What follows belongs to an exercise in optimizing a design on an open flow for small area; a production flow would make more cautious choices.
Only simulation tests tie the RTL to the original design; equivalence was not proved.
Power and IR drop assume default switching activity.

`flow/run.sh`:
```
#!/bin/bash
# synth_recipe.tcl (not shown) runs the flow's synth.tcl, then flattens the netlist and writes it again
# the make line also repeats each setting of config.mk as NAME=value (left out here)
make -C /OpenROAD-flow-scripts/flow DESIGN_CONFIG=/design/flow/config.mk WORK_HOME=/design/flow/orfs CLKGATE_MAP_FILE= SYNTH_SCRIPT=/design/flow/synth_recipe.tcl finish
```
`flow/config.mk`:
```
export PLATFORM = sky130hd
export DESIGN_NAME = uart2rffe_top
export DESIGN_NICKNAME = uart2rffe_top
export VERILOG_FILES = /design/flow/design.v
export SDC_FILE = /design/flow/constraint.sdc
export NUM_CORES = 4
export LEC_CHECK = 0
export CAP_MARGIN = 20
export CORE_MARGIN = 2
export CORE_UTILIZATION = 40
export CTS_BUF_LIST = sky130_fd_sc_hd__clkbuf_4
export CTS_CLUSTER_DIAMETER = 200
export CTS_CLUSTER_SIZE = 50
export PLACE_DENSITY = 0.6
export SLEW_MARGIN = 20
```
`flow/constraint.sdc`:
```
create_clock -name core_clock -period 20.0 [get_ports {clk}]
set_input_delay 4.0000 -clock core_clock [delete_from_list [all_inputs] [get_ports {clk}]]
set_output_delay 4.0000 -clock core_clock [all_outputs]
set_load 0.01 [all_outputs]
```
`flow/design.v`:
```
`timescale 1ns / 1ps
module uart2rffe_top
(
    input  clk,
    input  rst_n,
    input  FPGA_RX,
    output FPGA_TX,
    output spi_clk_rffe,
    output spi_sdo_rffe,
    output spi_le_rffe
);
reg [10:0] rxs;
always @(posedge clk)
    if (!rst_n) rxs <= 11'h7ff;
    else        rxs <= {rxs[9:0], FPGA_RX};
wire [2:0] ones = rxs[4] + rxs[5] + rxs[6] + rxs[7] + rxs[8] + rxs[9] + rxs[10];
wire rxd = (ones >= 3'd4);
localparam R_S3 = 4'd3, R_IDLE = 4'd4, R_LOCK = 4'd5, R_SBD = 4'd6, R_START = 4'd7, R_D0 = 4'd8;
reg [3:0] pos;
reg [8:0] rc;        
reg [1:0] ist;       
reg [3:0] n;         
reg [63:0] F;        
reg [2:0] z;         
reg P;               
wire rtick  = (rc == 9'd433);            
wire rsamp  = (rc == 9'd0);              
wire ridle  = (pos[3:1] == 3'b010);      
wire instop = (pos[3:2] == 2'b00);
wire rstart = (pos == R_IDLE) && !rxd;
wire done   = rtick && (pos == R_S3);
always @(posedge clk) begin
    if (!rst_n) begin
        pos <= R_IDLE;
        ist <= 2'd0;
        n   <= 4'd0;
    end else begin
        if (!rxd && (instop || pos == R_IDLE))
            pos <= (done) ? R_LOCK : R_SBD;
        else if (rtick && !ridle)
            pos <= pos + 4'd1;
        if (rstart)
            n <= 4'd0;
        else if (rtick && pos == R_START && n != 4'd11)
            n <= n + 4'd1;
        if (rstart)            ist <= 2'd0;
        else if (done)         ist <= 2'd1;
        else if (ist == 2'd1)  ist <= 2'd2;
        else if (ist == 2'd2)  ist <= 2'd3;
        else                   ist <= 2'd0;
    end
end
always @(posedge clk)
    if (!rxd && (instop || pos == R_IDLE)) rc <= 9'd217;
    else if (rtick)                        rc <= 9'd0;
    else                                   rc <= rc + 9'd1;
wire [7:0] b7 = F[7:0];
always @(posedge clk)
    if (rsamp && pos[3]) begin
        F <= {rxd, F[63:1]};
        if (pos == R_D0) begin
            P <= (z == 3'd5);
            z <= (b7 == 8'h01) ? 3'd1 :
                 (b7 == 8'h02) ? 3'd2 :
                 (b7 == 8'hAA) ? 3'd3 :
                 (b7 == 8'h55) ? 3'd4 :
                 (b7 == 8'h5D && z == 3'd4) ? 3'd5 : 3'd0;
        end
    end
wire act   = ist[1];
wire valid = (n == 4'd11) && P && (F[63:56] == 8'h0A) && (F[55:48] == 8'h0D);
wire [1:0] cmd = z[2] ? 2'd0 : z[1:0];
reg sbusy, spend;
reg [2:0] pres;
reg [5:0] d;         
wire m23 = (cmd == 2'd2);
wire spi_go = act && valid && (cmd == 2'd1 || cmd == 2'd2) && !sbusy;
always @(posedge clk) begin
    if (!rst_n) begin
        sbusy <= 1'b0;
        spend <= 1'b0;
    end else begin
        spend <= spi_go;
        if (!sbusy) begin
            if (spend) sbusy <= 1'b1;
        end else if (pres == 3'd4 && d == (m23 ? 6'd0 : 6'd16))
            sbusy <= 1'b0;
    end
    pres <= (sbusy && pres != 3'd4) ? pres + 3'd1 : 3'd0;
    if (!sbusy) d <= m23 ? 6'd50 : 6'd48;
    else if (pres == 3'd4) d <= d - 6'd1;
end
wire [22:0] W = {F[6:0], F[15:8], F[23:16]};
wire wbit  = W[d[5:1]];
wire ssc12 = m23 ? (d == 6'd49 || d == 6'd48) : (d == 6'd47 || d == 6'd46);
wire datap = m23 ? (d <= 6'd45) : (d <= 6'd43);
assign spi_le_rffe  = !sbusy;
assign spi_clk_rffe = sbusy && datap && d[0];
assign spi_sdo_rffe = sbusy && (ssc12 || (datap && wbit));
localparam T_STOP = 4'd0, T_IDLE = 4'd1, T_PEND = 4'd2, T_PRE = 4'd6, T_START = 4'd7;
reg [3:0] q;
reg [3:0] p;         
reg [8:0] tc;        
wire ttick = (tc == 9'd433);
wire tx_ready = (q == T_IDLE) || (q == T_PEND);
wire tx_go = act && tx_ready && (!valid || cmd == 2'd3);
always @(posedge clk) begin
    if (!rst_n)
        q <= T_IDLE;
    else if (q == T_IDLE) begin
        if (tx_go) q <= T_PEND;
    end else if (q == T_PEND)
        q <= T_PRE;
    else if (ttick) begin
        if (q == T_STOP) q <= (p == 4'd0) ? T_IDLE : T_START;
        else             q <= q + 4'd1;
    end
    if (tx_go)
        p <= valid ? 4'd14 : 4'd7;
    else if (ttick && q == T_STOP)
        p <= (p == 4'd8) ? 4'd2 : p - 4'd1;
    if (q == T_PEND)  tc <= 9'd432;
    else if (ttick)   tc <= 9'd0;
    else              tc <= tc + 9'd1;
end
reg [7:0] ch;
always @(*)
    case (p)
    4'd0:  ch = 8'h0A;
    4'd1:  ch = 8'h0D;
    4'd2:  ch = 8'h21;
    4'd3:  ch = 8'h72;
    4'd4:  ch = 8'h6F;
    4'd5:  ch = 8'h72;
    4'd6:  ch = 8'h72;
    4'd7:  ch = 8'h65;
    4'd8:  ch = 8'h4B;
    4'd9:  ch = 8'h4F;
    4'd10: ch = 8'h20;
    4'd11: ch = 8'h41;
    4'd12: ch = 8'h47;
    4'd13: ch = 8'h50;
    4'd14: ch = 8'h45;
    default: ch = 8'hxx;
    endcase
wire txb = (q == T_START) ? 1'b0 : q[3] ? ch[q[2:0]] : 1'b1;
assign FPGA_TX = !rst_n || txb;
endmodule
```
==> results of run 1 <==
placed cells by master (no fill, tap or decap), types with 5 or more instances in the layout:
cell and n:
o211ai_1 7, mux4_2 7, nor2b_1 5, nand4_1 7, xnor2_1 15, nor2_1 39, mux2i_1 10, nand3_1 9
and3_1 8, inv_1 33, a21oi_1 13, ha_1 31, nand2_1 33, o21ai_0 19, dfxtp_1 55, clkdlybuf4s50_1 6
nand2b_1 14, edfxtp_1 78, clkbuf_4 18, xor2_1 9
synthesized netlist by cell type, drive strengths merged (9+ instances only):
cell type,n
ha,31
inv,33
edfxtp,78
dfxtp,55
a21oi,13
xnor2,15
mux2i,10
o21ai,19
nand2,33
nand2b,14
nand3,9
nor2,40
xor2,9
area by class of cell:
type,instances,area share
inverter,33,0.0194
timing repair buffer,7,0.0106
multi-input combinational,297,0.345
clock buffer,18,0.0212
tap,184,0.0361
clock inverter,13,0.0284
sequential,133,0.539
worst max-delay path, delay by kind of cell:
family,cells,cell delay (ps)
buffers and inverters,2,1470
and+or+nand+nor,1,110
registers in the layout, indices dropped and copies added (netlist names), 3 cells and up:
signal / count
F: 64
ch: 7
d: 6
n: 4
p: 4
pos: 4
pres: 3
q: 4
rc: 9
rxs: 11
tc: 9
z: 3
how the worst max path moves through the flow:
stage | endpoint | cells after the start
6_report | FPGA_TX | 3
5_1_grt | FPGA_TX | 3
4_1_cts | FPGA_TX | 3
3_5_place_dp | FPGA_TX | 3
3_3_place_gp | FPGA_TX | 3
2_1_floorplan | FPGA_TX | 2
cells by family after synthesis:
logic type | Yosys count | synth area share
AOI/OAI and AO/OA | 71 | 0.0822
muxes | 18 | 0.0468
adders and majority gates | 33 | 0.0734
DFF | 133 | 0.591
buffers and inverters | 46 | 0.0314
xor gates and xnor gates | 24 | 0.0361
and+or+nand+nor | 151 | 0.139
layer usage:
metal  part of all wire  track usage  vias up
met2               0.46        0.202       38
met5                  0            0        -
met3              0.029       0.0481       12
met1               0.50        0.176     1676
li1                   -            -     1746
met4              0.014       0.0430        0
power breakdown:
group	switching (mW)	internal [mW]	total, mW
registers	0.0108	0.296	0.307
logic	0.0112	0.0122	0.0234
clock network	0.0965	0.0996	0.196
==> summary.txt, run 1 <==
Outcome
  • Outcome: timing/DRC/antenna clean

Hold path
  • Hold path cells: 1
  • Worst Hold End: rxs[2]
  • Worst Hold Launch: rxs[1]
  • Hold Path Class: reg -> reg

Die
  • Die Wd: 125 um
  • Die Area: 15500 um^2
  • Core region area: 14400 um^2
  • Die height: 125 um
  • FP Rows: 44
  • Io pins: 7
  • Starting Density: 0.406

Drt
  • Vias/cell: 5.07
  • 1st-iter DRT viols: 273
  • DRC: 0
  • Remaining antenna violation count after routing: 0
  • Via count: 3472
  • Post-DR wirelength/cell: 13.7 um
  • Routed Wire Length: 9400 um
  • First-pass iteration count of the detailed router: 6

Critical path
  • CP peak stage delay: 960 ps
  • CP Capture Type: output port
  • Worst Setup SP: rst_n
  • R2r endpoint: n[0]
  • R2r startpoint: rxs[4]
  • Worst path arrival time: 5580 ps
  • Slowest-stage cell, CP: clkdlybuf4s50_1
  • WP data required: 16000 ps
  • Worst Path Max Fanout: 23
  • Critical path type: in -> out
  • R2r setup slk: 16960 ps
  • Worst reg-to-reg path cell count: 9
  • Startpoint Class: input port
  • Crit-path most repeated cell: clkdlybuf4s50_1
  • Critical path cell sequence: clkdlybuf4s50_1 -> nand2_1 -> clkdlybuf4s50_1

Logic synthesis
  • #FFs+latches synth: 133
  • Post-synth ARST share: 0
  • Register area share after synthesis: 0.591
  • Synth top area share: 0.402
  • Area leader, netlist: edfxtp_1
  • Number of enable flip-flop cells after synthesis: 78
  • Cell Area, Synth: 5830 um^2
  • Mean Syn Cell Area: 12.2 um^2
  • Syn_nets: 512
  • Ys flop type: edfxtp_1
  • Synth cell types: 61
  • Syn. warnings: 1
  • Syn Inst Count: 476
  • Synth top area cells: edfxtp_1 40%, dfxtp_1 19%, ha_1 6.7%

Cells and area
  • Layout cells sized above 1: 0.0978
  • Final cell count without fillers: 685
  • Ant. Diodes: 0
  • Final Core Density: 0.444
  • P&R area growth vs syn: 9.56%
  • Register Area: 3440 um^2
  • Multi-input gate area: 2200 um^2
  • Nets: 525
  • Design area: 6380 um^2
  • # fillers: 1312

CTS
  • # H-tree levels: 4
  • TritonCTS clock tree: done
  • Setup Fix Bufs, Post-CTS: 0
  • Worst-skew pair later-pin latency: 510 ps
  • Post-cts hold buffer count: 0
  • Root Driver: clkbuf_4
  • CTS Sinks: 133
  • Total CTS buffers: 17
  • Clock buffer depth: 2
  • Clock transition at path regs: 110 ps
  • Cts repair resizes: 0

Global route
  • Gr ovfl total: 0
  • Total GRT Usage: 0.132
  • Largest net degree at the start of global routing: 66
  • Initial antenna violation count: 0
  • Number of global-route vias before repair: 3507
  • First-pass GRT wire length: 16700 um

Placement
  • DP HPWL: 6280 um
  • GPL Wtd Cong: 0.791
  • Placed Area: 6070 um^2
  • Setup WS pre-CTS: 10380 ps
  • Dpl cells: 654
  • Port buffer count: 6

Timing
  • RSZ-0062 raised after global routing: no
  • Slew Viols, Final: 0
  • Worst-Margin Slew: 795 ps
  • Fmax: 104 MHz
  • Setup-failing EPs final: 0
  • Part of the cycle the worst path needs: 0.479
  • Final hold vios: 0
  • Rel. slew slack: 0.465
  • Setup TNS: 0 ps
  • Final worst slack: 10420 ps
  • Hold WS: 418 ps
  • Minimum clock period: 9580 ps
  • Skew final: 22.2 ps

Pwr
  • P per Cell Area: 82.4 nW/um^2
  • Total power: 526 uW
  • Leak pwr: 2.41 nW
  • VDD IR-drop max: 0.0276 mV

Job
  • Max_cap viols: 0
==> run 2, diff against run 1 <==
==> flow/config.mk (replaced) <==
export PLATFORM = sky130hd
export DESIGN_NAME = uart2rffe_top
export DESIGN_NICKNAME = uart2rffe_top
export VERILOG_FILES = /design/flow/design.v
export SDC_FILE = /design/flow/constraint.sdc
export NUM_CORES = 4
export LEC_CHECK = 0
export CAP_MARGIN = 20
export CORE_MARGIN = 2
export CORE_UTILIZATION = 60
export CTS_BUF_LIST = sky130_fd_sc_hd__clkbuf_8
export CTS_CLUSTER_DIAMETER = 100
export CTS_CLUSTER_SIZE = 30
export PLACE_DENSITY = 0.7
export SLEW_MARGIN = 20
==> run 2 against run 1 <==
Effect of this change: still clean on timing, DRC and antenna; die area is 32% lower; combinational power hardly changed; sequential power hardly changed; total power is 0.49% higher; first-iteration DRC count is 19% lower; routed wire length is 1.7% lower; cell area is 0.49% lower; register-to-register slack better by 40 ps; core utilization is 24 points higher; non-clock buffer count stayed put; critical path depth stayed put.
==> summary.txt, run 2 <==
Placement
  • GPL Wtd Cong: 0.831 (+5.1%)
  • Port buffer count: 6 (unchanged)
  • DP HPWL: 6170 um (-1.8%)

Drt
  • DRC: 0 (unchanged)
  • First-pass iteration count of the detailed router: 5 (-1)
  • Routed Wire Length: 9240 um (-1.7%)
  • Remaining antenna violation count after routing: 0 (unchanged)
  • Vias/cell: 5.57 (+9.8%)
  • Via count: 3513 (+1.2%)
  • 1st-iter DRT viols: 220 (-19%)
  • Post-DR wirelength/cell: 14.6 um (+6.7%)

CTS
  • Post-cts hold buffer count: 0 (unchanged)
  • Worst-skew pair later-pin latency: 430 ps (-80 ps)
  • TritonCTS clock tree: done
  • Total CTS buffers: 17 (unchanged)
  • Root Driver: clkbuf_8
  • # H-tree levels: 4 (unchanged)
  • Clock transition at path regs: 80 ps (-30 ps)
  • Cts repair resizes: 0 (unchanged)
  • CTS Sinks: 133 (unchanged)
  • Clock buffer depth: 2 (unchanged)
  • Setup Fix Bufs, Post-CTS: 0 (unchanged)

Cells and area
  • Ant. Diodes: 0 (unchanged)
  • # fillers: 695 (-47%)
  • P&R area growth vs syn: 9.02%
  • Commonest non-fill, non-tap cell in the layout: edfxtp_1
  • Largest Register: F
  • Final Core Density: 0.681 (+0.237)
  • Largest register FFs: 64 (unchanged)
  • Regs by FF count: F: 64 flops, rxs: 11 flops
  • Nets: 525 (unchanged)
  • Layout cells sized above 1: 0.102 (+0.00379)
  • Most frequent cells in the layout: 78 x edfxtp_1, 55 x dfxtp_1, 39 x nor2_1

Pwr
  • Cell-internal power: 397 uW (-2.7%)
  • Total power: 529 uW (+0.49%)
  • Leak pwr: 2.42 nW (+0.60%)
  • Switching share of total power: 0.249 (+0.0244)
  • P per Cell Area: 83.3 nW/um^2 (+0.99%)
  • Sequential power share: 0.580 (-0.003)
  • VDD IR-drop max: 0.0895 mV (+220%)
  • Clk network pwr share: 0.376 (+0.003)
  • Combinational Power Share: 0.044 (about the same)
  • P_sw: 132 uW (+11%)

Logic synthesis
  • Synth top area cells: edfxtp_1 40%, dfxtp_1 19%, ha_1 6.7%
  • Most common cell in the netlist: edfxtp_1
  • #FFs+latches synth: 133 (unchanged)
  • Synth cell types: 61 (unchanged)
  • Area leader, netlist: edfxtp_1
  • Cell Area, Synth: 5830 um^2 (unchanged)
  • Number of enable flip-flop cells after synthesis: 78 (unchanged)
  • Commonest cells post-synth: 78 x edfxtp_1, 55 x dfxtp_1, 39 x nor2_1
  • Syn. warnings: 1 (unchanged)
  • Mean Syn Cell Area: 12.2 um^2 (unchanged)
  • Register area share after synthesis: 0.591 (unchanged)
  • Synth top area share: 0.402 (unchanged)
  • Syn Inst Count: 476 (unchanged)
  • Post-synth ARST share: 0 (unchanged)
  • Ys flop type: edfxtp_1
  • Syn_nets: 512 (unchanged)

Outcome
  • Outcome: timing/DRC/antenna clean

Critical path
  • Critical path type: in -> out
  • Worst path arrival time: 5590 ps (about the same)
  • CP Capture Type: output port
  • R2r setup slk: 17000 ps (+40 ps)
  • WP data required: 16000 ps (about the same)
  • Worst Path Max Fanout: 23 (unchanged)
  • Startpoint Class: input port

Timing
  • Skew final: 9.11 ps (-13.1 ps)
  • Minimum clock period: 9590 ps (+7.00 ps)
  • Fmax: 104 MHz (about the same)
  • Worst-Margin Slew: 762 ps (-33.6 ps)
  • Slew Viols, Final: 0 (unchanged)
  • RSZ-0062 raised after global routing: no
  • Rel. slew slack: 0.488 (+0.0226)
  • Final hold vios: 0 (unchanged)
  • Setup-failing EPs final: 0 (unchanged)
  • Setup TNS: 0 ps (unchanged)
  • Part of the cycle the worst path needs: 0.479 (about the same)

Global route
  • Gr ovfl total: 0 (unchanged)
  • Initial antenna violation count: 0 (unchanged)
  • GR Layer Usage met3: 0.0529 (+0.00477)
  • Met1 Usage GRT: 0.272 (+0.0968)
  • Number of global-route vias before repair: 3413 (-2.7%)
  • Total GRT Usage: 0.199 (+0.0667)
  • Layer with the highest usage: met2
  • Largest net degree at the start of global routing: 66 (unchanged)
  • Met2 GRT Util: 0.308 (+0.106)
  • First-pass GRT wire length: 16000 um (-4.0%)

Die
  • Die Wd: 103 um (-18%)
  • Io pins: 7 (unchanged)
  • Die Area: 10500 um^2 (-32%)
  • FP Rows: 35 (-20%)
  • Die height: 103 um (-18%)
  • Starting Density: 0.625 (+0.219)
  • Core region area: 9330 um^2 (-35%)

Job
  • Max_cap viols: 0 (unchanged)

Hold path
  • Hold Path Class: reg -> reg
run 2: logic make-up after synthesis:
kind of cell / Yosys count / synth area share
buf+inv: 46 / 0.0314
compound gates: 71 / 0.0822
fa+ha+maj: 33 / 0.0734
xor+xnor: 24 / 0.0361
simple gates: 151 / 0.139
flops: 133 / 0.591
mux: 18 / 0.0468
run 2: power by group through the flow:
stage	clock (mW)	combinational [mW]	sequential, mW
2_1_floorplan	0	0.0195	0.310
3_5_place_dp	0	0.0238	0.313
3_3_place_gp	0	0.0221	0.312
6_report	0.199	0.0235	0.307
4_1_cts	0.204	0.0238	0.307
5_1_grt	0.214	0.0285	0.308
run 2: routing by layer:
| layer | vias up | share of wire |
|---|---|---|
| li1 | 1739 | - |
| met1 | 1702 | 0.49 |
| met2 | 64 | 0.47 |
| met3 | 8 | 0.035 |
| met4 | 0 | 0.011 |
| met5 | - | 0 |
run 2: layout make-up:
| class | instances | area, um^2 | area share |
|---|---|---|---|
| sequential | 133 | 3440 | 0.542 |
| multi-input combinational | 297 | 2200 | 0.347 |
| clock buffer | 17 | 234 | 0.0368 |
| tap | 129 | 161 | 0.0254 |
| inverter | 33 | 124 | 0.0195 |
| clock inverter | 15 | 120 | 0.0189 |
| timing repair buffer | 7 | 67.6 | 0.0106 |
run 2: worst paths after layout:
check | start | to | cells past startpoint
max | rst_n | FPGA_TX | 3
min | rxs[2] | rxs[3] | 1
max reg2reg | rxs[4] | n[2] | 9
min reg2reg | rxs[2] | rxs[3] | 1
run 2: critical path, cell delays in order:
cell and delay, ps:
clkdlybuf4s50_1 960, nand2_1 110, clkdlybuf4s50_1 520
run 2: stage by stage:
step | instance area (um^2) | hold WS [ps] | cells | setup WS [ps]
finish | 6350 | 416 | 631 | 10410
global route | 6350 | 425 | 631 | 10270
CTS | 6350 | 415 | 631 | 10420
detailed placement | 6000 | 402 | 599 | 10430
global placement | 6000 | 391 | 599 | 10450
floorplan | 5830 | 386 | 476 | 11650
==> run 3, diff against run 2 <==
==> flow/config.mk (replaced) <==
export PLATFORM = sky130hd
export DESIGN_NAME = uart2rffe_top
export DESIGN_NICKNAME = uart2rffe_top
export VERILOG_FILES = /design/flow/design.v
export SDC_FILE = /design/flow/constraint.sdc
export NUM_CORES = 4
export LEC_CHECK = 0
export CAP_MARGIN = 20
export CORE_MARGIN = 2
export CORE_UTILIZATION = 40
export PLACE_DENSITY = 0.6
export SLEW_MARGIN = 20
==> run 3 against run 2 <==
Effect of this change: critical endpoint unchanged; first-iteration DRC count grew 45%; routed wire length rose by 2.6%; global-route usage down 6.6 points; register-to-register slack worse by 40 ps; sequential share of layout area is 2.6 points lower; count of clock-buffer cells in the layout rose by 1; die area increased by 48%; total power is 23% higher; non-clock buffer count stayed put.
==> summary.txt, run 3 <==
Global route
  • Gr ovfl total: 0 (unchanged)
  • Total GRT Usage: 0.133 (-0.0657)
  • Largest net degree at the start of global routing: 66 (unchanged)
  • Number of global-route vias before repair: 3551 (+4.0%)
  • Initial antenna violation count: 0 (unchanged)
  • First-pass GRT wire length: 16800 um (+4.7%)

Cells and area
  • Largest register FFs: 64 (unchanged)
  • Ant. Diodes: 0 (unchanged)
  • Regs by FF count: F: 64 flops, rxs: 11 flops
  • P&R area growth vs syn: 14.6%
  • Commonest non-fill, non-tap cell in the layout: edfxtp_1
  • Nets: 525 (unchanged)
  • Layout cells sized above 1: 0.0958 (-0.00579)
  • Most frequent cells in the layout: 78 x edfxtp_1, 55 x dfxtp_1, 39 x nor2_1
  • Largest Register: F

Logic synthesis
  • Number of enable flip-flop cells after synthesis: 78 (unchanged)
  • Mean Syn Cell Area: 12.2 um^2 (unchanged)
  • Synth top area cells: edfxtp_1 40%, dfxtp_1 19%, ha_1 6.7%
  • Most common cell in the netlist: edfxtp_1
  • Syn Inst Count: 476 (unchanged)
  • Area leader, netlist: edfxtp_1
  • Syn_nets: 512 (unchanged)
  • Synth cell types: 61 (unchanged)
  • Synth top area share: 0.402 (unchanged)
  • Syn. warnings: 1 (unchanged)
  • Post-synth ARST share: 0 (unchanged)
  • Cell Area, Synth: 5830 um^2 (unchanged)
  • Register area share after synthesis: 0.591 (unchanged)
  • Commonest cells post-synth: 78 x edfxtp_1, 55 x dfxtp_1, 39 x nor2_1
  • #FFs+latches synth: 133 (unchanged)
  • Ys flop type: edfxtp_1

Drt
  • Routed Wire Length: 9490 um (+2.6%)
  • Via count: 3499 (-0.40%)
  • Vias/cell: 5.11 (-8.3%)
  • Post-DR wirelength/cell: 13.8 um (-5.5%)
  • DRC: 0 (unchanged)
  • 1st-iter DRT viols: 319 (+45%)
  • Remaining antenna violation count after routing: 0 (unchanged)
  • First-pass iteration count of the detailed router: 4 (-1)

Placement
  • Port buffer count: 6 (unchanged)
  • DP HPWL: 6280 um (+1.8%)
  • GPL Wtd Cong: 0.791 (-4.8%)

Outcome
  • Outcome: timing/DRC/antenna clean

Hold path
  • Worst Hold End: rxs[2]
  • Hold path cells: 1 (unchanged)
  • Hold Path Class: reg -> reg
  • Worst Hold Launch: rxs[1]

Die
  • Die Area: 15500 um^2 (+48%)
  • FP Rows: 44 (+26%)
  • Io pins: 7 (unchanged)
  • Die height: 125 um (+22%)
  • Core region area: 14400 um^2 (+54%)
  • Starting Density: 0.406 (-0.219)
  • Die Wd: 125 um (+22%)

Critical path
  • CP Capture Type: output port
  • Worst reg-to-reg path cell count: 9 (unchanged)
  • Crit-path most repeated cell: clkdlybuf4s50_1
  • R2r startpoint: rxs[4]
  • Critical path cell sequence: clkdlybuf4s50_1 -> nand2_1 -> clkdlybuf4s50_1
  • Slowest-stage cell, CP: clkdlybuf4s50_1
  • CP peak stage delay: 960 ps (about the same)
  • R2r endpoint: n[3]
  • WP data required: 16000 ps (about the same)
  • Worst Path Max Fanout: 23 (unchanged)
  • R2r setup slk: 16960 ps (-40 ps)
  • Worst path arrival time: 5580 ps (about the same)
  • Startpoint Class: input port
  • Critical path type: in -> out

CTS
  • Clock buffer depth: 2 (unchanged)
  • CTS Sinks: 133 (unchanged)
  • # H-tree levels: 4 (unchanged)
  • TritonCTS clock tree: done
  • Root Driver: clkbuf_16
  • Clock transition at path regs: 60 ps (-20 ps)
  • Worst-skew pair later-pin latency: 410 ps (-20 ps)
  • Setup Fix Bufs, Post-CTS: 0 (unchanged)
  • Total CTS buffers: 17 (unchanged)
  • Cts repair resizes: 0 (unchanged)
  • Post-cts hold buffer count: 0 (unchanged)

Timing
  • Setup TNS: 0 ps (unchanged)
  • Skew final: 6.04 ps (-3.07 ps)
  • Rel. slew slack: 0.460 (-0.0276)
  • Setup-failing EPs final: 0 (unchanged)
  • Slew Viols, Final: 0 (unchanged)
  • Final hold vios: 0 (unchanged)
  • Fmax: 104 MHz (+0.11%)
  • RSZ-0062 raised after global routing: no
  • Minimum clock period: 9580 ps (-10.2 ps)
  • Part of the cycle the worst path needs: 0.479 (-0.000510)
  • Worst-Margin Slew: 803 ps (+41.1 ps)

Pwr
  • VDD IR-drop max: 0.0539 mV (-40%)
  • Leak pwr: 2.53 nW (+4.7%)
  • Total power: 650 uW (+23%)
  • P per Cell Area: 97.3 nW/um^2 (+17%)

Job
  • Max_cap viols: 0 (unchanged)
run 3: logic make-up after synthesis:
| logic type | Yosys count | synth area share |
|---|---|---|
| buf+inv | 46 | 0.0314 |
| flops | 133 | 0.591 |
| simple gates | 151 | 0.139 |
| compound gates | 71 | 0.0822 |
| mux | 18 | 0.0468 |
| xor+xnor | 24 | 0.0361 |
| fa+ha+maj | 33 | 0.0734 |
run 3: per-layer routing:
metal  track usage  part of all wire
met1         0.173              0.49
met2         0.203              0.46
met3        0.0447             0.027
met4        0.0568             0.015
met5             0                 0
run 3: how the worst max path moves through the flow:
stage	cells past startpoint	slack (ps)	start	endpoint
finish	3	10420	rst_n	FPGA_TX
CTS	3	10380	rst_n	FPGA_TX
detailed placement	3	10380	rst_n	FPGA_TX
global placement	3	10420	rst_n	FPGA_TX
global route	3	10300	rst_n	FPGA_TX
floorplan	2	11650	rst_n	FPGA_TX
run 3: layout make-up:
cell class              count  area [um^2]
flip-flops and latches    133         3440
clock buffers              18          429
fillers                  1268         7690
multi-input cells         297         2200
inverters                  33          124
well taps                 184          230
repair buffers              7         67.6
clock inverters            13          181
run 3: critical path: cells and delay by family:
kind | cells | cell delay (ps)
buffers and inverters | 2 | 1470
and+or+nand+nor | 1 | 110
run 3: where the power goes:
group	switching, mW	leakage (nW)	internal (mW)	total, mW
logic	0.0111	1.14	0.0122	0.0233
registers	0.0106	1.11	0.297	0.307
clock network	0.112	0.289	0.207	0.319
total	0.134	2.53	0.516	0.650
run 3: metrics by stage:
step,hold WS (ps),cells,util,worst slack [ps],instance area (um^2)
after detailed placement,393,654,0.422,10380,6070
after global placement,392,654,0.422,10420,6070
after CTS,407,685,0.465,10380,6680
after global routing,417,685,0.465,10300,6680
final,405,685,0.465,10420,6680
after floorplan,386,476,-,11650,5830
==> run 4, diff against run 3 <==
--- a/flow/design.v
+++ b/flow/design.v
@@ -24,6 +24,10 @@
 reg [2:0] z;         
 reg P;               
-wire rtick  = (rc == 9'd433);            
-wire rsamp  = (rc == 9'd0);              
+localparam [8:0] U0 = 9'h055, U217 = 9'h0fa, U432 = 9'h115, U433 = 9'h02a;
+function [8:0] lfsr(input [8:0] s);
+    lfsr = {s[7:0], s[8] ^ s[4]};
+endfunction
+wire rtick  = (rc == U433);              
+wire rsamp  = (rc == U0);                
 wire ridle  = (pos[3:1] == 3'b010);      
 wire instop = (pos[3:2] == 2'b00);
@@ -52,7 +56,7 @@
 end
 always @(posedge clk)
-    if (!rxd && (instop || pos == R_IDLE)) rc <= 9'd217;
-    else if (rtick)                        rc <= 9'd0;
-    else                                   rc <= rc + 9'd1;
+    if (!rxd && (instop || pos == R_IDLE)) rc <= U217;
+    else if (rtick)                        rc <= U0;
+    else                                   rc <= lfsr(rc);
 wire [7:0] b7 = F[7:0];
 always @(posedge clk)
@@ -102,5 +106,5 @@
 reg [3:0] p;         
 reg [8:0] tc;        
-wire ttick = (tc == 9'd433);
+wire ttick = (tc == U433);
 wire tx_ready = (q == T_IDLE) || (q == T_PEND);
 wire tx_go = act && tx_ready && (!valid || cmd == 2'd3);
@@ -120,7 +124,7 @@
     else if (ttick && q == T_STOP)
         p <= (p == 4'd8) ? 4'd2 : p - 4'd1;
-    if (q == T_PEND)  tc <= 9'd432;
-    else if (ttick)   tc <= 9'd0;
-    else              tc <= tc + 9'd1;
+    if (q == T_PEND)  tc <= U432;
+    else if (ttick)   tc <= U0;
+    else              tc <= lfsr(tc);
 end
 reg [7:0] ch;
==> flow/flow/run.sh (new file) <==
#!/bin/bash
# The standard layout, with clock tree synthesis told not to add dummy loads
# for balancing. Make's full output goes to standard_flow.log; ORFS keeps each
# step's own log under orfs/logs/.
set -euo pipefail
export CTS_ARGS="-sink_clustering_enable -repair_clock_nets -sink_clustering_size 50 -sink_clustering_max_diameter 200 -buf_list sky130_fd_sc_hd__clkbuf_4 -dont_use_dummy_load"
bash standard.sh > standard_flow.log 2>&1
==> flow/standard.sh (new file) <==
#!/bin/bash
# synth_recipe.tcl (not shown) runs the flow's synth.tcl, then flattens the netlist and writes it again
# the make line also repeats each setting of config.mk as NAME=value (left out here)
make -C /OpenROAD-flow-scripts/flow DESIGN_CONFIG=/design/flow/config.mk WORK_HOME=/design/flow/orfs CLKGATE_MAP_FILE= SYNTH_SCRIPT=/design/flow/synth_recipe.tcl "${@:-finish}"
--- a/flow/config.mk
+++ b/flow/config.mk
@@ -9,4 +9,7 @@
 export CORE_MARGIN = 2
 export CORE_UTILIZATION = 40
+export CTS_BUF_LIST = sky130_fd_sc_hd__clkbuf_4
+export CTS_CLUSTER_DIAMETER = 200
+export CTS_CLUSTER_SIZE = 50
 export PLACE_DENSITY = 0.6
 export SLEW_MARGIN = 20
removed: flow/run.sh
==> run 4 against run 3 <==
Effect of this change: highest routed layer unchanged; maximum frequency is 0.35% higher; die area is 4.3% lower; still clean on timing, DRC and antenna; hold slack worse by 6.7 ps; routed wire length is 7.4% lower.
==> summary.txt, run 4 <==
Logic synthesis
  • Cell Area, Synth: 5570 um^2 (-4.4%)
  • Number of enable flip-flop cells after synthesis: 78 (unchanged)
  • Mean Syn Cell Area: 12.9 um^2 (+5.1%)
  • Syn_nets: 464 (-9.4%)
  • Simple-gate share of the synthesized area: 0.147 (+0.00775)
  • Ys flop type: edfxtp_1
  • Area leader, netlist: edfxtp_1
  • Synth cell types: 64 (+4.9%)
  • Register area share after synthesis: 0.618 (+0.0272)
  • #FFs+latches synth: 133 (unchanged)
  • Complex-gate fraction of the synthesized area: 0.0665 (-0.0158)
  • Synth top area cells: edfxtp_1 42%, dfxtp_1 20%, ha_1 5.8%
  • Post-synth ARST share: 0 (unchanged)
  • Syn. warnings: 1 (unchanged)
  • Most common cell in the netlist: edfxtp_1
  • Synth Area in XOR/XNOR: 0.0220 (-0.0141)
  • Synth top area share: 0.420 (+0.0185)
  • Largest family of logic cells by synthesized area: simple AND/OR/NAND/NOR gates
  • Syn Inst Count: 433 (-9.0%)
  • Multiplexer share of the synthesized area: 0.0514 (+0.00463)
  • Commonest cells post-synth: 78 x edfxtp_1, 55 x dfxtp_1, 33 x nor2_1
  • Adder-cell share of the synthesized area: 0.0656 (-0.00785)

Drt
  • Remaining antenna violation count after routing: 0 (unchanged)
  • Routed Wire Length: 8780 um (-7.4%)
  • DRC: 0 (unchanged)
  • 1st-iter DRT viols: 289 (-9.4%)
  • First-pass iteration count of the detailed router: 4 (unchanged)
  • Post-DR wirelength/cell: 14.0 um (+1.2%)
  • Via count: 3202 (-8.5%)
  • Vias/cell: 5.11 (about the same)

CTS
  • # H-tree levels: 4 (unchanged)
  • Worst-skew pair later-pin latency: 520 ps (+110 ps)
  • Setup Fix Bufs, Post-CTS: 0 (unchanged)
  • Root Driver: clkbuf_4
  • Total CTS buffers: 17 (unchanged)
  • Clock buffer depth: 2 (unchanged)
  • Clock transition at path regs: 100 ps (+40 ps)
  • CTS Sinks: 133 (unchanged)
  • Cts repair resizes: 0 (unchanged)
  • Post-cts hold buffer count: 0 (unchanged)
  • TritonCTS clock tree: done

Hold path
  • Hold path cells: 1 (unchanged)
  • Worst Hold Launch: rxs[3]
  • Worst Hold End: rxs[4]
  • Hold Path Class: reg -> reg

Timing
  • RSZ-0062 raised after global routing: no
  • Final hold vios: 0 (unchanged)
  • Hold WS: 398 ps (-6.69 ps)
  • Setup-failing EPs final: 0 (unchanged)
  • Skew final: 33.9 ps (+27.9 ps)
  • Fmax: 105 MHz (+0.35%)
  • Setup TNS: 0 ps (unchanged)
  • Rel. slew slack: 0.469 (+0.00882)
  • Final worst slack: 10460 ps (+33.5 ps)
  • Slew Viols, Final: 0 (unchanged)
  • Part of the cycle the worst path needs: 0.477 (-0.00167)
  • Worst-Margin Slew: 796 ps (-6.37 ps)
  • Minimum clock period: 9540 ps (-33.5 ps)

Cells and area
  • Nets: 480 (-8.6%)
  • P&R area growth vs syn: 6.76%
  • # fillers: 1294 (+2.1%)
  • Ant. Diodes: 0 (unchanged)
  • Largest register FFs: 64 (unchanged)
  • Final cell count without fillers: 627 (-8.5%)
  • Layout cells sized above 1: 0.116 (+0.0205)
  • Largest Register: F
  • Regs by FF count: F: 64 flops, rxs: 11 flops
  • Commonest non-fill, non-tap cell in the layout: edfxtp_1
  • Most frequent cells in the layout: 78 x edfxtp_1, 55 x dfxtp_1, 33 x nor2_1

Placement
  • DP HPWL: 5850 um (-6.7%)
  • Dpl cells: 610 (-6.7%)
  • Setup WS pre-CTS: 10430 ps (+48.2 ps)
  • Port buffer count: 6 (unchanged)
  • GPL Wtd Cong: 0.817 (+3.3%)

Critical path
  • R2r endpoint: pos[0]
  • R2r startpoint: rxs[4]
  • CP Capture Type: output port
  • Critical path type: in -> out
  • R2r setup slk: 16890 ps (-70 ps)
  • Worst Path Max Fanout: 17 (-26%)
  • Startpoint Class: input port
  • Worst path arrival time: 5540 ps (-40 ps)
  • Worst reg-to-reg path cell count: 11 (+2)
  • WP data required: 16000 ps (about the same)
  • Worst Setup SP: rst_n

Pwr
  • P per Cell Area: 73.4 nW/um^2 (-25%)
  • Leak pwr: 2.10 nW (-17%)
  • Total power: 436 uW (-33%)
  • VDD IR-drop max: 0.0560 mV (+3.7%)

Die
  • Core region area: 13700 um^2 (-4.5%)
  • Starting Density: 0.406 (+0.000498)
  • Io pins: 7 (unchanged)
  • Die Area: 14900 um^2 (-4.3%)
  • Die Wd: 122 um (-2.2%)
  • Die height: 122 um (-2.2%)
  • FP Rows: 43 (-2.3%)

Global route
  • Gr ovfl total: 0 (unchanged)
  • Initial antenna violation count: 0 (unchanged)
  • Largest net degree at the start of global routing: 66 (unchanged)
  • First-pass GRT wire length: 15100 um (-9.6%)
  • Number of global-route vias before repair: 3176 (-11%)
  • Total GRT Usage: 0.132 (-0.00121)

Outcome
  • Outcome: timing/DRC/antenna clean

Job
  • Max_cap viols: 0 (unchanged)
[run 4: changes by cell type in the layout (fill, tap and decap cells not counted), moves of 7 or more]
cell,before,now
or2_2,1,11
nand2_1,33,25
o21ai_0,19,12
nor3_1,4,11
clkbuf_16,17,0
clkbuf_4,0,17
[run 4: worst max path at each step]
| stage | to | slack (ps) | cells past startpoint |
|---|---|---|---|
| after floorplan | FPGA_TX | 11550 | 2 |
| after global placement | FPGA_TX | 10500 | 3 |
| after detailed placement | FPGA_TX | 10430 | 3 |
| after CTS | FPGA_TX | 10400 | 3 |
| after global routing | FPGA_TX | 10310 | 3 |
| final | FPGA_TX | 10460 | 3 |
[run 4: where the power goes]
group / switching [mW] / leakage [nW] / internal [mW]
registers: 0.00809 / 1.12 / 0.296
clock network: 0.0783 / 0.0782 / 0.0389
logic: 0.00489 / 0.903 / 0.00990
total: 0.0913 / 2.10 / 0.345
[run 4: cell families after synthesis]
logic type      count (synthesis)
simple gates                  144
fa+ha+maj                      28
buf+inv                        40
compound gates                 55
flops                         133
mux                            19
xor+xnor                       14
[run 4: worst max-delay path, cell delays in order]
cell and delay (ps):
clkdlybuf4s50_1 810, o21ai_0 210, clkdlybuf4s50_1 520
[run 4: metal layers]
metal  global-route usage  wire length, um  part of all wire  vias up
met5                    0                0                 0        -
met4               0.0517              105             0.012        0
met3               0.0478              365             0.042        9
met2                0.190             3900              0.44       46
met1                0.182             4410              0.50     1564
li1                     -                -                 -     1583
[run 4: layout make-up]
class | instances | area (um^2) | share of cell area
Sequential cell | 133 | 3440 | 0.579
Multi-Input combinational cell | 260 | 1970 | 0.331
Tap cell | 180 | 225 | 0.0379
Clock buffer | 17 | 128 | 0.0215
Inverter | 29 | 109 | 0.0183
Timing Repair Buffer | 8 | 72.6 | 0.0122
[run 4: through the flow]
step / cell area [um^2] / util
3_5_place_dp: 5820 / 0.424
2_1_floorplan: 5570 / -
5_1_grt: 5950 / 0.433
3_3_place_gp: 5810 / 0.424
4_1_cts: 5950 / 0.433
6_report: 5950 / 0.433
==> run 5, diff against run 4 <==
==> flow/flow/run.sh (replaced) <==
#!/bin/bash
# The standard layout, with clock tree synthesis told not to add dummy loads
# for balancing. Make's full output goes to standard_flow.log; ORFS keeps each
# step's own log under orfs/logs/.
set -euo pipefail
export CTS_ARGS="-sink_clustering_enable -repair_clock_nets -sink_clustering_size 50 -sink_clustering_max_diameter 200 -buf_list sky130_fd_sc_hd__clkbuf_8 -dont_use_dummy_load"
bash standard.sh > standard_flow.log 2>&1
--- a/flow/config.mk
+++ b/flow/config.mk
@@ -9,5 +9,5 @@
 export CORE_MARGIN = 2
 export CORE_UTILIZATION = 40
-export CTS_BUF_LIST = sky130_fd_sc_hd__clkbuf_4
+export CTS_BUF_LIST = sky130_fd_sc_hd__clkbuf_8
 export CTS_CLUSTER_DIAMETER = 200
 export CTS_CLUSTER_SIZE = 50
==> run 5 against run 4 <==
Effect of this change: count of clock-buffer cells in the layout unchanged; area after synthesis unchanged; combinational power hardly changed; highest routed layer unchanged; total power rose by 9.6%; largest cell class unchanged; sequential power hardly changed; sequential share of layout area decreased by 1.0 points; routed wire length about the same.
==> summary.txt, run 5 <==
Outcome
  • Outcome: timing/DRC/antenna clean

Timing
  • Final hold vios: 0 (unchanged)
  • Skew final: 18.9 ps (-15.0 ps)
  • Worst-Margin Slew: 799 ps (+2.67 ps)
  • Rel. slew slack: 0.467 (-0.00178)
  • Hold WS: 396 ps (-1.86 ps)
  • Final worst slack: 10440 ps (-12.2 ps)
  • Fmax: 105 MHz (-0.13%)
  • RSZ-0062 raised after global routing: no
  • Minimum clock period: 9560 ps (+12.2 ps)
  • Setup-failing EPs final: 0 (unchanged)
  • Setup TNS: 0 ps (unchanged)
  • Slew Viols, Final: 0 (unchanged)
  • Part of the cycle the worst path needs: 0.478 (+0.000610)

Cells and area
  • Layout cells sized above 1: 0.116 (unchanged)
  • Ant. Diodes: 0 (unchanged)
  • P&R area growth vs syn: 8.67%
  • Commonest non-fill, non-tap cell in the layout: edfxtp_1
  • Largest register FFs: 64 (unchanged)
  • # fillers: 1271 (-1.8%)
  • Most frequent cells in the layout: 78 x edfxtp_1, 55 x dfxtp_1, 33 x nor2_1
  • Nets: 480 (unchanged)
  • Largest Register: F
  • Regs by FF count: F: 64 flops, rxs: 11 flops

Die
  • Die Wd: 122 um (unchanged)
  • Die Area: 14900 um^2 (unchanged)
  • Starting Density: 0.406 (unchanged)
  • Io pins: 7 (unchanged)
  • FP Rows: 43 (unchanged)
  • Die height: 122 um (unchanged)
  • Core region area: 13700 um^2 (unchanged)

Placement
  • DP HPWL: 5850 um (unchanged)
  • Port buffer count: 6 (unchanged)
  • GPL Wtd Cong: 0.817 (unchanged)
  • Setup WS pre-CTS: 10430 ps (unchanged)

Job
  • Max_cap viols: 0 (unchanged)

CTS
  • TritonCTS clock tree: done
  • Post-cts hold buffer count: 0 (unchanged)
  • Cts repair resizes: 0 (unchanged)
  • Setup Fix Bufs, Post-CTS: 0 (unchanged)
  • # H-tree levels: 4 (unchanged)
  • Root Driver: clkbuf_8
  • Total CTS buffers: 17 (unchanged)
  • Worst-skew pair later-pin latency: 430 ps (-90 ps)
  • Clock buffer depth: 2 (unchanged)
  • CTS Sinks: 133 (unchanged)
  • Clock transition at path regs: 60 ps (-40 ps)

Pwr
  • P per Cell Area: 79.0 nW/um^2 (+7.7%)
  • VDD IR-drop max: 0.0667 mV (+19%)
  • Leak pwr: 2.15 nW (+2.1%)

Logic synthesis
  • Adder-cell share of the synthesized area: 0.0656 (unchanged)
  • Syn. warnings: 1 (unchanged)
  • Largest family of logic cells by synthesized area: simple AND/OR/NAND/NOR gates
  • Cell Area, Synth: 5570 um^2 (unchanged)
  • Syn Inst Count: 433 (unchanged)
  • Synth cell types: 64 (unchanged)
  • Area leader, netlist: edfxtp_1
  • Synth top area cells: edfxtp_1 42%, dfxtp_1 20%, ha_1 5.8%
  • Commonest cells post-synth: 78 x edfxtp_1, 55 x dfxtp_1, 33 x nor2_1
  • Most common cell in the netlist: edfxtp_1
  • Complex-gate fraction of the synthesized area: 0.0665 (unchanged)
  • Synth Area in XOR/XNOR: 0.0220 (unchanged)
  • Simple-gate share of the synthesized area: 0.147 (unchanged)
  • Register area share after synthesis: 0.618 (unchanged)
  • Synth top area share: 0.420 (unchanged)
  • Number of enable flip-flop cells after synthesis: 78 (unchanged)
  • Ys flop type: edfxtp_1
  • #FFs+latches synth: 133 (unchanged)
  • Mean Syn Cell Area: 12.9 um^2 (unchanged)
  • Multiplexer share of the synthesized area: 0.0514 (unchanged)
  • Syn_nets: 464 (unchanged)
  • Post-synth ARST share: 0 (unchanged)

Drt
  • 1st-iter DRT viols: 316 (+9.3%)
  • Via count: 3189 (-0.41%)
  • Routed Wire Length: 8790 um (about the same)
  • First-pass iteration count of the detailed router: 4 (unchanged)
  • DRC: 0 (unchanged)
  • Remaining antenna violation count after routing: 0 (unchanged)
  • Vias/cell: 5.09 (-0.41%)
  • Post-DR wirelength/cell: 14.0 um (about the same)

Critical path
  • Worst Path Max Fanout: 17 (unchanged)
  • WP data required: 16000 ps (about the same)
  • Worst path arrival time: 5560 ps (+20 ps)
  • Critical path type: in -> out
  • CP Capture Type: output port
  • Startpoint Class: input port

Global route
  • Gr ovfl total: 0 (unchanged)
  • Number of global-route vias before repair: 3182 (+0.19%)
  • Largest net degree at the start of global routing: 66 (unchanged)
  • First-pass GRT wire length: 15200 um (+0.41%)
  • Total GRT Usage: 0.133 (+0.00100)
  • Initial antenna violation count: 0 (unchanged)

Hold path
  • Hold Path Class: reg -> reg
==> run 5: changes by cell type in the layout (fill, tap and decap cells not counted) <==
| cell | delta |
|---|---|
| clkbuf_4 | -17 |
| clkbuf_8 | +17 |
==> run 5: power breakdown <==
group / switching (mW) / internal, mW / leakage [nW]
registers: 0.00818 / 0.297 / 1.12
clock network: 0.0840 / 0.0746 / 0.122
logic: 0.00483 / 0.00990 / 0.903
==> run 5: layer usage <==
layer	up-vias	share of wire	global-route usage
li1	1579	-	-
met1	1557	0.49	0.182
met2	46	0.45	0.192
met3	7	0.044	0.0478
met4	0	0.011	0.0539
met5	-	0	0
==> run 5: layout make-up <==
| type | count | area (um^2) | share of cell area |
|---|---|---|---|
| well taps | 180 | 225 | 0.0372 |
| flip-flops and latches | 133 | 3440 | 0.569 |
| clock buffers | 17 | 234 | 0.0387 |
| multi-input cells | 260 | 1970 | 0.325 |
| repair buffers | 8 | 72.6 | 0.0120 |
| inverters | 29 | 109 | 0.0180 |
==> run 5: cell families (layout without fill, tap and decap cells) <==
logic type      after synthesis  in the layout
simple gates                144            144
fa+ha+maj                    28             28
mux                          19             19
flops                       133            133
xor+xnor                     14             14
buf+inv                      40             54
compound gates               55             55
==> run 5: worst paths after layout <==
check / from / endpoint / slack, ps / cells after the start
max: rst_n / FPGA_TX / 10440 / 3
min: rxs[3] / rxs[4] / 400 / 1
max reg2reg: rxs[4] / pos[0] / 16880 / 11
min reg2reg: rxs[3] / rxs[4] / 400 / 1
==> run 5: critical path, stage by stage <==
cell	delay, ps
clkdlybuf4s50_1	820
o21ai_0	210
clkdlybuf4s50_1	520
==> run 5: per-stage QoR <==
step	cell area [um^2]	util	instances	total power [mW]
final	6050	0.441	627	0.479
after global routing	6050	0.441	627	0.498
after CTS	6050	0.441	627	0.485
after detailed placement	5820	0.424	610	0.326
after global placement	5810	0.424	609	0.325
after floorplan	5570	-	433	0.321
==> run 6, diff against run 5 <==
==> flow/flow/run.sh (replaced) <==
#!/bin/bash
# The standard layout, with clock tree synthesis told not to add dummy loads
# for balancing. Make's full output goes to standard_flow.log; ORFS keeps each
# step's own log under orfs/logs/.
set -euo pipefail
export CTS_ARGS='-sink_clustering_enable -repair_clock_nets -sink_clustering_size 50 -sink_clustering_max_diameter 200 -buf_list {sky130_fd_sc_hd__clkbuf_4 sky130_fd_sc_hd__clkbuf_8} -dont_use_dummy_load'
bash standard.sh > standard_flow.log 2>&1
==> run 6 against run 5 <==
Effect of this change: still clean; count of clock-buffer cells in the layout unchanged; total power stayed put; setup slack unchanged; sequential power barely moved; combinational power about the same; register-to-register slack hardly changed; maximum frequency stayed put; final cell count stayed put; clock power is essentially flat; critical path depth is the same; clock skew did not move; routed wire length is the same; critical path type unchanged.
==> summary.txt, run 6 <==
Outcome
  • Outcome: timing/DRC/antenna clean

Global route
  • Total GRT Usage: 0.133 (unchanged)
  • Gr ovfl total: 0 (unchanged)
  • Largest net degree at the start of global routing: 66 (unchanged)
  • First-pass GRT wire length: 15200 um (unchanged)
  • Number of global-route vias before repair: 3182 (unchanged)
  • Initial antenna violation count: 0 (unchanged)

Cells and area
  • Nets: 480 (unchanged)
  • Regs by FF count: F: 64 flops, rxs: 11 flops
  • # fillers: 1271 (unchanged)
  • P&R area growth vs syn: 8.67% (unchanged)
  • Most frequent cells in the layout: 78 x edfxtp_1, 55 x dfxtp_1, 33 x nor2_1
  • Final Core Density: 0.441 (unchanged)
  • Largest register FFs: 64 (unchanged)
  • Layout cells sized above 1: 0.116 (unchanged)
  • Commonest non-fill, non-tap cell in the layout: edfxtp_1
  • Largest Register: F
  • Ant. Diodes: 0 (unchanged)

Drt
  • First-pass iteration count of the detailed router: 4 (unchanged)
  • Remaining antenna violation count after routing: 0 (unchanged)
  • Vias/cell: 5.09 (unchanged)
  • Routed Wire Length: 8790 um (unchanged)
  • DRC: 0 (unchanged)
  • Post-DR wirelength/cell: 14.0 um (unchanged)
  • 1st-iter DRT viols: 316 (unchanged)
  • Via count: 3189 (unchanged)

Hold path
  • Hold Path Class: reg -> reg

Timing
  • Worst-Margin Slew: 799 ps (unchanged)
  • Slew Viols, Final: 0 (unchanged)
  • Part of the cycle the worst path needs: 0.478 (unchanged)
  • Setup TNS: 0 ps (unchanged)
  • Fmax: 105 MHz (unchanged)
  • RSZ-0062 raised after global routing: no
  • Skew final: 18.9 ps (unchanged)
  • Rel. slew slack: 0.467 (unchanged)
  • Minimum clock period: 9560 ps (unchanged)
  • Final hold vios: 0 (unchanged)
  • Setup-failing EPs final: 0 (unchanged)

Logic synthesis
  • Mean Syn Cell Area: 12.9 um^2 (unchanged)
  • Post-synth ARST share: 0 (unchanged)
  • Syn. warnings: 1 (unchanged)
  • Synth cell types: 64 (unchanged)
  • Ys flop type: edfxtp_1
  • Commonest cells post-synth: 78 x edfxtp_1, 55 x dfxtp_1, 33 x nor2_1
  • Most common cell in the netlist: edfxtp_1
  • Number of enable flip-flop cells after synthesis: 78 (unchanged)
  • Syn Inst Count: 433 (unchanged)
  • Register area share after synthesis: 0.618 (unchanged)
  • Syn_nets: 464 (unchanged)
  • #FFs+latches synth: 133 (unchanged)
  • Synth top area share: 0.420 (unchanged)
  • Area leader, netlist: edfxtp_1
  • Synth top area cells: edfxtp_1 42%, dfxtp_1 20%, ha_1 5.8%
  • Cell Area, Synth: 5570 um^2 (unchanged)

CTS
  • Worst-skew pair later-pin latency: 430 ps (about the same)
  • Total CTS buffers: 17 (unchanged)
  • # H-tree levels: 4 (unchanged)
  • Root Driver: clkbuf_8
  • Cts repair resizes: 0 (unchanged)
  • Clock transition at path regs: 60 ps (about the same)
  • Clock buffer depth: 2 (unchanged)
  • Post-cts hold buffer count: 0 (unchanged)
  • CTS Sinks: 133 (unchanged)
  • Setup Fix Bufs, Post-CTS: 0 (unchanged)
  • TritonCTS clock tree: done

Critical path
  • CP peak stage delay: 820 ps (about the same)
  • Critical path cell sequence: clkdlybuf4s50_1 -> o21ai_0 -> clkdlybuf4s50_1
  • Crit-path most repeated cell: clkdlybuf4s50_1
  • R2r setup slk: 16880 ps (about the same)
  • Slowest-stage cell, CP: clkdlybuf4s50_1
  • Bufs and invs on worst path: 2 (unchanged)
  • WP data required: 16000 ps (about the same)
  • CP Capture Type: output port
  • Startpoint Class: input port
  • Worst path arrival time: 5560 ps (about the same)
  • Top delay family on crit path: buffers and inverters
  • Worst Path Max Fanout: 17 (unchanged)
  • Critical path type: in -> out

Die
  • Io pins: 7 (unchanged)
  • Core region area: 13700 um^2 (unchanged)
  • Die height: 122 um (unchanged)
  • FP Rows: 43 (unchanged)
  • Die Area: 14900 um^2 (unchanged)
  • Die Wd: 122 um (unchanged)
  • Starting Density: 0.406 (unchanged)

Pwr
  • Leak pwr: 2.15 nW (unchanged)
  • P per Cell Area: 79.0 nW/um^2 (unchanged)
  • VDD IR-drop max: 0.0667 mV (unchanged)

Placement
  • Port buffer count: 6 (unchanged)
  • DP HPWL: 5850 um (unchanged)
  • GPL Wtd Cong: 0.817 (unchanged)

Job
  • Max_cap viols: 0 (unchanged)
==> run 6: cell counts after synthesis <==
No cell type changed its count.
==> run 6: power by group <==
part,switching (mW),total [mW],internal [mW]
combinational,0.00483,0.0147,0.00990
sequential,0.00818,0.305,0.297
clock,0.0840,0.159,0.0746
total,0.0970,0.479,0.382
==> run 6: worst paths after layout <==
path | from | to | cells after the start
setup / recovery | rst_n | FPGA_TX | 3
hold reg to reg | rxs[3] | rxs[4] | 1
hold / removal | rxs[3] | rxs[4] | 1
setup reg to reg | rxs[4] | pos[0] | 11
==> run 6: cells by family (layout without fill, tap and decap cells) <==
kind of cell	count (synthesis)	count (layout)	share of synthesized area
flops	133	133	0.618
mux	19	19	0.0514
compound gates	55	55	0.0665
fa+ha+maj	28	28	0.0656
simple gates	144	144	0.147
xor+xnor	14	14	0.0220
buf+inv	40	54	0.0294
==> run 6: per-layer routing <==
layer,vias up,share of wire,track usage
li1,1579,-,-
met4,0,0.011,0.0539
met1,1557,0.49,0.182
met2,46,0.45,0.192
met3,7,0.044,0.0478
met5,-,0,0
==> run 6: per-stage QoR <==
| stage | area [um^2] | worst slack, ps | total power, mW | std cells | hold WS, ps |
|---|---|---|---|---|---|
| finish | 6050 | 10440 | 0.479 | 627 | 396 |
| global route | 6050 | 10310 | 0.498 | 627 | 412 |
| CTS | 6050 | 10400 | 0.485 | 627 | 400 |
| detailed placement | 5820 | 10430 | 0.326 | 610 | 396 |
| global placement | 5810 | 10500 | 0.325 | 609 | 393 |
| floorplan | 5570 | 11550 | 0.321 | 433 | 386 |
==> run 6: area by class of cell <==
cell class | instances | area [um^2] | area share
Clock buffer | 17 | 234 | 0.0387
Inverter | 29 | 109 | 0.0180
Multi-Input combinational cell | 260 | 1970 | 0.325
Sequential cell | 133 | 3440 | 0.569
Tap cell | 180 | 225 | 0.0372
Timing Repair Buffer | 8 | 72.6 | 0.0120
==> run 7, diff against run 6 <==
==> flow/flow/run.sh (replaced) <==
#!/bin/bash
# The standard layout, with clock tree synthesis told not to add dummy loads
# for balancing. Make's full output goes to standard_flow.log; ORFS keeps each
# step's own log under orfs/logs/.
set -euo pipefail
export CTS_ARGS='-sink_clustering_enable -repair_clock_nets -sink_clustering_size 50 -sink_clustering_max_diameter 200 -root_buf sky130_fd_sc_hd__clkbuf_16 -buf_list sky130_fd_sc_hd__clkbuf_4 -dont_use_dummy_load'
bash standard.sh > standard_flow.log 2>&1
--- a/flow/config.mk
+++ b/flow/config.mk
@@ -9,5 +9,5 @@
 export CORE_MARGIN = 2
 export CORE_UTILIZATION = 40
-export CTS_BUF_LIST = sky130_fd_sc_hd__clkbuf_8
+export CTS_BUF_LIST = sky130_fd_sc_hd__clkbuf_4
 export CTS_CLUSTER_DIAMETER = 200
 export CTS_CLUSTER_SIZE = 50
==> run 7 against run 6 <==
Effect of this change: via count grew 0.31%; sequential share of layout area grew 0.85 points; hold slack gained 1.6 ps; largest cell class unchanged.
==> summary.txt, run 7 <==
CTS
  • Total CTS buffers: 17 (unchanged)
  • # H-tree levels: 4 (unchanged)
  • Worst-skew pair later-pin latency: 360 ps (-70 ps)
  • Clock buffer depth: 2 (unchanged)
  • Post-cts hold buffer count: 0 (unchanged)
  • Cts repair resizes: 0 (unchanged)
  • TritonCTS clock tree: done
  • Root Driver: clkbuf_16
  • CTS Sinks: 133 (unchanged)
  • Clock transition at path regs: 100 ps (+40 ps)
  • Setup Fix Bufs, Post-CTS: 0 (unchanged)

Logic synthesis
  • Commonest cells post-synth: 78 x edfxtp_1, 55 x dfxtp_1, 33 x nor2_1
  • Area leader, netlist: edfxtp_1
  • Most common cell in the netlist: edfxtp_1
  • Synth top area share: 0.420 (unchanged)
  • Syn. warnings: 1 (unchanged)
  • #FFs+latches synth: 133 (unchanged)
  • Post-synth ARST share: 0 (unchanged)
  • Ys flop type: edfxtp_1
  • Synth cell types: 64 (unchanged)
  • Mean Syn Cell Area: 12.9 um^2 (unchanged)
  • Syn Inst Count: 433 (unchanged)
  • Register area share after synthesis: 0.618 (unchanged)
  • Cell Area, Synth: 5570 um^2 (unchanged)
  • Synth top area cells: edfxtp_1 42%, dfxtp_1 20%, ha_1 5.8%
  • Number of enable flip-flop cells after synthesis: 78 (unchanged)
  • Syn_nets: 464 (unchanged)

Timing
  • RSZ-0062 raised after global routing: no
  • Fmax: 105 MHz (+0.11%)
  • Setup TNS: 0 ps (unchanged)
  • Part of the cycle the worst path needs: 0.477 (-0.000530)
  • Rel. slew slack: 0.463 (-0.00481)
  • Final hold vios: 0 (unchanged)
  • Final worst slack: 10460 ps (+10.6 ps)
  • Minimum clock period: 9540 ps (-10.6 ps)
  • Skew final: 32.0 ps (+13.2 ps)
  • Slew Viols, Final: 0 (unchanged)
  • Worst-Margin Slew: 806 ps (+7.22 ps)
  • Setup-failing EPs final: 0 (unchanged)

Global route
  • Number of global-route vias before repair: 3172 (-0.31%)
  • Gr ovfl total: 0 (unchanged)
  • Initial antenna violation count: 0 (unchanged)
  • Largest net degree at the start of global routing: 66 (unchanged)
  • First-pass GRT wire length: 15100 um (-0.41%)
  • Total GRT Usage: 0.132 (-0.00120)

Drt
  • Routed Wire Length: 8790 um (about the same)
  • DRC: 0 (unchanged)
  • Via count: 3199 (+0.31%)
  • Vias/cell: 5.10 (+0.31%)
  • First-pass iteration count of the detailed router: 4 (unchanged)
  • Remaining antenna violation count after routing: 0 (unchanged)
  • 1st-iter DRT viols: 346 (+9.5%)
  • Post-DR wirelength/cell: 14.0 um (about the same)

Critical path
  • Worst path arrival time: 5540 ps (-20 ps)
  • Critical path cell sequence: clkdlybuf4s50_1 -> o21ai_0 -> clkdlybuf4s50_1
  • WP data required: 16000 ps (about the same)
  • Critical path type: in -> out
  • Crit-path most repeated cell: clkdlybuf4s50_1
  • Worst reg-to-reg path cell count: 11 (unchanged)
  • Startpoint Class: input port
  • Top delay family on crit path: buffers and inverters
  • Worst Path Max Fanout: 17 (unchanged)
  • CP Depth: 3 (unchanged)
  • CP peak stage delay: 810 ps (about the same)
  • Slowest-stage cell, CP: clkdlybuf4s50_1
  • CP Capture Type: output port
  • Bufs and invs on worst path: 2 (unchanged)

Cells and area
  • Design area: 5960 um^2 (-1.5%)
  • Regs by FF count: F: 64 flops, rxs: 11 flops
  • Commonest non-fill, non-tap cell in the layout: edfxtp_1
  • Largest register FFs: 64 (unchanged)
  • Ant. Diodes: 0 (unchanged)
  • Nets: 480 (unchanged)
  • Final Core Density: 0.435 (-0.00648)
  • P&R area growth vs syn: 7.08%
  • Layout cells sized above 1: 0.116 (unchanged)
  • Most frequent cells in the layout: 78 x edfxtp_1, 55 x dfxtp_1, 33 x nor2_1
  • Largest Register: F

Placement
  • Setup WS pre-CTS: 10430 ps (unchanged)
  • Port buffer count: 6 (unchanged)
  • DP HPWL: 5850 um (unchanged)
  • Placed Area: 5820 um^2 (unchanged)
  • GPL Wtd Cong: 0.817 (unchanged)

Die
  • Die Area: 14900 um^2 (unchanged)
  • Die Wd: 122 um (unchanged)
  • Die height: 122 um (unchanged)
  • Starting Density: 0.406 (unchanged)
  • Core region area: 13700 um^2 (unchanged)
  • FP Rows: 43 (unchanged)
  • Io pins: 7 (unchanged)

Pwr
  • P per Cell Area: 74.4 nW/um^2 (-5.9%)
  • Combinational Power Share: 0.033 (+0.002)
  • Leak pwr: 2.11 nW (-1.7%)
  • P_sw: 91.0 uW (-6.2%)
  • Switching share of total power: 0.205 (+0.00228)
  • Clk network pwr share: 0.280 (-0.052)
  • VDD IR-drop max: 0.0561 mV (-16%)
  • Sequential power share: 0.686 (+0.048)
  • Cell-internal power: 353 uW (-7.5%)

Job
  • Max_cap viols: 0 (unchanged)

Hold path
  • Hold Path Class: reg -> reg
  • Hold path cells: 1 (unchanged)

Outcome
  • Outcome: timing/DRC/antenna clean
==> run 7: cell counts after synthesis <==
No cell type changed its count.
==> run 7: stage by stage <==
| stage | cells | total power, mW | hold WS, ps |
|---|---|---|---|
| floorplan | 433 | 0.321 | 386 |
| global placement | 609 | 0.325 | 393 |
| detailed placement | 610 | 0.326 | 396 |
| CTS | 627 | 0.451 | 399 |
| global route | 627 | 0.464 | 414 |
| finish | 627 | 0.444 | 398 |
==> run 7: cells by family after synthesis <==
| logic type | share of synthesized area |
|---|---|
| flops | 0.618 |
| compound gates | 0.0665 |
| fa+ha+maj | 0.0656 |
| simple gates | 0.147 |
| buf+inv | 0.0294 |
| mux | 0.0514 |
| xor+xnor | 0.0220 |
==> run 7: per-layer routing <==
metal / vias to the layer above / global-route usage / share of wire / routed length, um
li1: 1583 / - / - / -
met1: 1565 / 0.182 / 0.51 / 4440
met2: 46 / 0.190 / 0.45 / 3950
met3: 5 / 0.0463 / 0.038 / 333
met4: 0 / 0.0517 / 0.0067 / 59
met5: - / 0 / 0 / 0
==> run 7: final cells by class <==
class                      count  area (um^2)
clock buffer                  17          145
fill                        1294         7750
inverter                      29          109
multi-input combinational    260         1970
sequential                   133         3440
tap                          180          225
timing repair buffer           8         72.6
==> run 7: path summary, 6_finish.rpt <==
kind                from  endpoint  slack [ps]
setup / recovery   rst_n   FPGA_TX       10460
hold / removal    rxs[3]    rxs[4]         400
setup reg to reg  rxs[4]    pos[0]       16880
hold reg to reg   rxs[3]    rxs[4]         400
==> run 7: power by group through the flow <==
stage / Clock (mW) / Sequential (mW) / Combinational, mW
6_report: 0.124 / 0.305 / 0.0148
5_1_grt: 0.141 / 0.306 / 0.0166
4_1_cts: 0.132 / 0.305 / 0.0150
3_5_place_dp: 0 / 0.311 / 0.0148
3_3_place_gp: 0 / 0.310 / 0.0144
2_1_floorplan: 0 / 0.308 / 0.0126

[what the ideal ports hide]
In the flow no input, the clock included, has a driving cell. The finished layouts below were timed again as built, in two steps. Step 1 assumes that a clkbuf_16 drives the clock port and a buf_2 every other input. Step 2 moves the port delays by t, midway between the first and last clock arrival at a register: inputs arrive t later, outputs are due t later. That takes back most of the time a late clock gives input paths. Three values: no drivers, after step 1, after step 2; two values: the first two.
| run | t, ns | setup WS [ns] | worst slew at a driven data input, ns |
|---|---|---|---|
| run 1 | 0.535 | 10.420 / 10.398 / 10.398 | 0.03 |
| run 2 | 0.457 | 10.413 / 10.391 / 10.391 | 0.03 |
| run 3 | 0.443 | 10.423 / 10.401 / 10.401 | 0.03 |
| run 4 | 0.538 | 10.457 / 10.435 / 10.435 | 0.03 |
| run 5 | 0.462 | 10.445 / 10.423 / 10.423 | 0.03 |
| run 6 | 0.462 | 10.445 / 10.423 / 10.423 | 0.03 |
| run 7 | 0.387 | 10.455 / 10.433 / 10.433 | 0.03 |
After both steps every run listed still meets setup and hold.
